From an optimization exercise on the open Yosys and OpenROAD flow, aimed at small area, a short achievable clock period and few clock cycles; shortcuts taken in it are not production practice. Where RTL was checked, it was by simulation tests only, not by an equivalence proof against the original. Power and IR drop assume default switching activity.

==> flow/design.v (excerpt) <==
module qr_decode(
    input clk,
    input srstn,
    input qr_decode_start,
    input [15:0] sram_rdata,
    output reg [9:0] sram_raddr,
    output reg decode_valid,
    output [7:0] decode_jis8_code,
    output reg qr_decode_finish
);
Settings: LEC_CHECK=0, ABC_AREA=1, ABC_CLOCK_PERIOD_IN_PS=3000, CAP_MARGIN=20, CORE_MARGIN=2, CORE_UTILIZATION=40, SETUP_SLACK_MARGIN=5, SLEW_MARGIN=20; clock period 8.0 ns.
standard.sh (not shown) runs the stock make flow with config.mk's settings and CLKGATE_MAP_FILE= SYNTH_SCRIPT=/design/flow/synth_recipe.tcl, a recipe that flattens the netlist after the stock synthesis.
==> flow/flow/run.sh <==
#!/bin/bash
# Layout flow: the standard flow, except that after the standard synthesis
# the combinational logic is mapped again without the adder cells (half and
# full adders), which are slower and larger here than plain gates. Every
# flip-flop instance of the standard synthesis is kept as it is (blackboxed
# during the remap), so the registers keep their names and cell types.
set -euo pipefail
P=${FLOW_PLATFORM:-sky130hd}
R=orfs/results/$P/qr_decode/base
L=orfs/logs/$P/qr_decode/base
YOSYS=${YOSYS_EXE:-$(command -v yosys || echo "$FLOW_HOME/../tools/install/yosys/bin/yosys")}
LIB=$FLOW_HOME/platforms/$P/lib/sky130_fd_sc_hd__tt_025C_1v80.lib

# 1. standard synthesis
bash standard.sh synth > flow_1_synth.log 2>&1

# 2. remap the combinational logic with the same abc command the synthesis used
cp "$R/1_2_yosys.v" flow_std_netlist.v
ABCLINE=$(grep -m1 '^abc -script' "$L/1_2_yosys.log")
{
  echo "read_liberty -ignore_miss_func $LIB"
  echo "read_verilog flow_std_netlist.v"
  echo "hierarchy -top $FLOW_TOP"
  grep -oE 'sky130_fd_sc_hd__[a-z0-9_]+' flow_std_netlist.v | sort -u | grep -E '__(e?dfx|df|dl|sdf|conb)' | sed 's/^/blackbox /'
  echo "flatten"
  echo "opt_clean"
  echo "$ABCLINE"
  echo "rename -hide w:*.*"
  echo "opt_clean -purge"
  echo "hilomap -singleton -hicell sky130_fd_sc_hd__conb_1 HI -locell sky130_fd_sc_hd__conb_1 LO"
  echo "insbuf -buf sky130_fd_sc_hd__buf_4 A X"
  echo "tee -o flow_remap_stat.txt stat -liberty $LIB"
  echo "write_verilog -noattr -nohex -nodec flow_remapped.v"
} > flow_remap.ys
"$YOSYS" -s flow_remap.ys > flow_2_remap.log 2>&1
# the written netlist, read back against the cell library, must be clean
"$YOSYS" -p "read_liberty -lib $LIB; read_verilog flow_remapped.v; hierarchy -top $FLOW_TOP; check -assert" > flow_2_check.log 2>&1

# the flip-flops must be the standard synthesis's, one for one
grep -oE 'sky130_fd_sc_hd__e?dfx[a-z]*_[0-9]+ [^ ]+' flow_std_netlist.v | sort > flow_ff_std.txt
grep -oE 'sky130_fd_sc_hd__e?dfx[a-z]*_[0-9]+ [^ ]+' flow_remapped.v | sort > flow_ff_new.txt
cmp flow_ff_std.txt flow_ff_new.txt

# 3. the rest of the standard flow from the remapped netlist
cp flow_remapped.v "$R/1_2_yosys.v"
touch "$R/1_2_yosys.v"
bash standard.sh > flow_3_layout.log 2>&1
Rerun with:
--- a/flow/design.v
+++ b/flow/design.v
@@ -311,31 +311,29 @@
     b1 = 1'b0; b2 = 1'b0; tot = 4'd0; accs = acc;
     stage2 = 1'b0; issue = 1'b0;
     case (state)
     S_IDLE, S_SCANA: begin
         if (state == S_SCANA || qr_decode_start) begin
             hA_n = acol[4:1];
-            state_n = nz ? S_SCANB : S_SCANA;
-            raddr_n = nz ? sa_hit : sa_miss;
+            state_n = S_SCANA;
+            raddr_n = sa_miss;
         end
     end
     S_SCANB: begin
         hR_n = arow[4:1];
         hC_n = acol[4:1];
         hC2_n = 4'd15;
         cnt_n = 3'd0;
-        if (nz)
-            state_n = (acol == 5'd30) ? S_BLK : S_RIGHT;
-        raddr_n = nz ? sb_hit : sb_miss;
+        raddr_n = sb_miss;
     end
     S_RIGHT: begin
         hC2_n = nz ? acol[4:1] : hC;
         cnt_n = 3'd0;
-        if (nz || rdone)
+        if (rdone)
             state_n = S_BLK;
-        raddr_n = (nz || rdone) ? blk0 : rt_miss;
+        raddr_n = rdone ? blk0 : rt_miss;
     end
     S_BLK: begin
         cnt_n = cnt + 3'd1;
         if (cnt == 3'd4) begin
             xa_n = xL_c;
             ya_n = yB_c;
@@ -418,13 +416,13 @@
     S_ROT: begin
         cnt_n = cnt + 3'd1;
         stage2 = 1'b1;
         OX_n = sL ? 7'd10 : 7'd5;          
         OY_n = sL ? 7'd8 : 7'd4;
         rot_n = (cnt == 3'd0) ? 2'd1 : (cnt == 3'd1) ? 2'd0 : {1'b1, ~pbit};
-        state_n = (pbit || cnt == 3'd2) ? S_DATA : S_ROT;
+        state_n = (cnt == 3'd2) ? S_DATA : S_ROT;    
     end
     S_DATA: begin
         stage2 = 1'b1;
         issue = 1'b1;
         if (first) begin
             xa_n = Ox;
@@ -478,21 +476,33 @@
         pv1_n = 1'b1;
     if (stage2)
         pv_n = pv1;
     if (fin_n || (state == S_IDLE && !qr_decode_start))
         raddr_n = ADDR0;
 end
+wire scanning = (state == S_SCANA) || (state == S_IDLE && qr_decode_start) ||
+                (state == S_SCANB) || (state == S_RIGHT);
+wire scanhit = nz & scanning;
+wire [9:0] raddr_hit = (state == S_SCANB) ? sb_hit : (state == S_RIGHT) ? blk0 : sa_hit;
+wire [3:0] state_hit = (state == S_SCANB) ? ((acol == 5'd30) ? S_BLK : S_RIGHT) :
+                       (state == S_RIGHT) ? S_BLK : S_SCANB;
+wire rothit = pbit & (state == S_ROT);
 always @(posedge clk) begin
     if (~srstn) begin
         state <= S_IDLE;
         sram_raddr <= ADDR0;
+    end else begin
+        state <= scanhit ? state_hit : rothit ? S_DATA : state_n;
+        sram_raddr <= scanhit ? raddr_hit : raddr_n;
+    end
+end
+always @(posedge clk) begin
+    if (~srstn) begin
         decode_valid <= 1'b0;
         qr_decode_finish <= 1'b0;
     end else begin
-        state <= state_n;
-        sram_raddr <= raddr_n;
         decode_valid <= valid_n;
         qr_decode_finish <= fin_n;
     end
 end
 always @(posedge clk) begin
     bsel <= bsel_n; bselL <= bselL_n; oor <= oor_n;
Outcome: The changed run completed without violations. Worst setup slack improved by 100 ps. Clock-buffer cell count rose by 1. Global-route usage fell by 0.99 points. Synthesized area rose by a few percent. Routed wire length fell slightly. Sequential share of layout area rose by 1.0 points. Clock power fell by roughly a tenth.
Testbench counts after the change, summed over its fixed seeds: cycles 39,330.
For the first run of this note, only the layout was checked, not whether the RTL still works.


## lane 3
Another version of the RTL of qr_decode (not shown whole).
Size in the first run: roughly 1800 cells after synthesis, about 39 I/O pins, roughly 11000 sq um of cells after synthesis.
export LEC_CHECK = 0
export ABC_AREA = 1
export ABC_CLOCK_PERIOD_IN_PS = 3000
export CAP_MARGIN = 20
export CORE_MARGIN = 2
export CORE_UTILIZATION = 40
export SETUP_SLACK_MARGIN = 5
export SLEW_MARGIN = 20
export TNS_END_PERCENT = 0
create_clock -name core_clock -period 8.0 [get_ports {clk}]
Scripts as last shown in full above: flow/flow/run.sh
Inputs modified between lane 3 and lane 1:
--- a/flow/design.v
+++ b/flow/design.v
@@ -273,24 +273,24 @@
 reg [3:0] tot;
 reg [8:0] accs;
 reg stage2, issue;
 always @(*) begin
     state_n = state;
     raddr_n = {py[6:2], px[6:2]};
     bsel_n = {py[1:0], px[1:0]};
     bselL_n = {ly, lx};
     oor_n = (px[8:7] != 2'b00) || (py[8:7] != 2'b00);
     hA_n = hA; hR_n = hR; hC_n = hC; hC2_n = hC2;
     cnt_n = cnt;
-    colacc_n = ((cnt == 3'd4) ? 8'd0 : colacc) | (cnt[0] ? {wcol, 4'd0} : {4'd0, wcol});
-    rowacc_n = ((cnt == 3'd4) ? 8'd0 : rowacc) | (cnt[1] ? {wrow, 4'd0} : {4'd0, wrow});
+    colacc_n = ((cnt == 3'd0 || cnt == 3'd4) ? 8'd0 : colacc) | (cnt[0] ? {wcol, 4'd0} : {4'd0, wcol});
+    rowacc_n = ((cnt == 3'd0 || cnt == 3'd4) ? 8'd0 : rowacc) | (cnt[1] ? {wrow, 4'd0} : {4'd0, wrow});
     xa_n = xa; ya_n = ya; xb_n = xb;
     sL_n = sL; sR_n = sR; tl_n = tl;
     rot_n = rot; m_n = m; first_n = 1'b0;
     strA_n = strA; strB_n = strB;
     OX_n = mOX; OY_n = mOY;
     pv1_n = 1'b0;
     two1_n = !fmt && !nh && !nstr;
     ft1_n = !fmt ? 2'd0 : (nc == 5'd4) ? 2'd1 : (nc == 5'd3) ? 2'd2 : 2'd3;
     mR1_n = nh ? mLc : mRc;
     mL1_n = mLc;
     tg1_n = (late == 2'd0) ? 2'd0 : nh ? 2'd3 : (nr == 5'd22) ? 2'd1 : 2'd2;
@@ -312,52 +312,46 @@
     b1 = 1'b0; b2 = 1'b0; tot = 4'd0; accs = acc;
     stage2 = 1'b0; issue = 1'b0;
     case (state)
     S_IDLE, S_SCANA: begin
         if (state == S_SCANA || qr_decode_start) begin
             hA_n = acol[4:1];
             state_n = S_SCANA;
             raddr_n = sa_miss;
         end
     end
     S_SCANB: begin
-        colacc_n = {wcol, 4'd0};
-        rowacc_n = {wrow, 4'd0};
         hR_n = arow[4:1];
         hC_n = acol[4:1];
         hC2_n = 4'd15;
         cnt_n = 3'd0;
         raddr_n = sb_miss;
     end
     S_RIGHT: begin
-        colacc_n = colacc;
-        rowacc_n = rowacc;
         hC2_n = nz ? acol[4:1] : hC;
         cnt_n = 3'd0;
         if (rdone)
             state_n = S_BLK;
         raddr_n = rdone ? blk0 : rt_miss;
     end
     S_BLK: begin
         cnt_n = cnt + 3'd1;
         if (cnt == 3'd4) begin
             xa_n = xL_c;
             ya_n = yB_c;
         end
         case (cnt)
             3'd0: raddr_n = {hRm1, hC, 1'b0};
             3'd1: raddr_n = {hR, 1'b0, hCm1};
-            3'd2: begin
-                raddr_n = {hRm1, hC2, 1'b0};
-                cnt_n = 3'd4;
-            end
+            3'd2: raddr_n = {hR, 1'b0, hC, 1'b0};
+            3'd3: raddr_n = {hRm1, hC2, 1'b0};
             3'd4: raddr_n = {hRm1, hC2, 1'b1};
             3'd5: raddr_n = {hR, 1'b0, hC2, 1'b0};
             3'd6: begin
                 raddr_n = {hR, 1'b0, hC2, 1'b1};
                 OX_n = 7'd1;
                 OY_n = 7'd1;
             end
             default: begin
                 stage2 = 1'b1;
                 state_n = S_RING0;
             end
==> run notes <==
- Lane 1 against lane 3: worst path buffer plus inverter count went down 5, total power draw has decreased, worst setup slack rose by 74 ps, total half-perimeter wirelength after legalization and detailed placement shrank by about 2.3%.
- | final net count | lane 1 vs lane 3 | 57 lower |
- Route | lane 1 vs lane 3 | wire shorter in lane 1
- Comparing lane 1 against lane 3, there is no change at all in final setup violation count.
- Delta (lane 1 minus lane 3): count of clock-buffer cells in the layout +1, worst slew slack as a fraction of its limit now larger.
- Between lane 3 and lane 1, area growth from synthesis to layout increased.
- Against lane 3, lane 1 comes in 0.34% lower on via density per instance.
- Sort lane 3 and lane 1 by cell count, descending, and lane 3 comes first.
Testbench counts of lane 1, summed over its fixed seeds: cycles 38,313.
For lane 3, only the layout was checked, not whether the RTL still works.

-- port drivers added, routing unchanged --
Ports are ideal in the flow. The routed layouts listed here were re-timed in OpenROAD. Step 1 assumes that a clkbuf_16 drives the clock port and a buf_2 every other input. Step 2 moves the port delays by t, midway between the first and last clock arrival at a register: inputs arrive t later, outputs are due t later. That takes back most of the time a late clock gives input paths. a / b / c = ideal ports / drivers / drivers and shift; a / b = the first two.
run | t (ns) | setup WS [ns] | cell pins on the clock port's net
the first run of note 1 | 0.475 | 4.845 / 4.856 / 4.381 | 1
the second run of note 1 | 0.478 | 4.950 / 4.902 / 4.555 | 1
lane 3 | 0.482 | 4.840 / 4.796 / 4.386 | 1
lane 1 | 0.479 | 4.914 / 4.865 / 4.467 | 1
After both steps setup and hold are still met in every run listed. For the first run of note 1, which loses most, drivers alone change the setup slack by +0.011 ns; drivers and shift together by -0.464 ns.
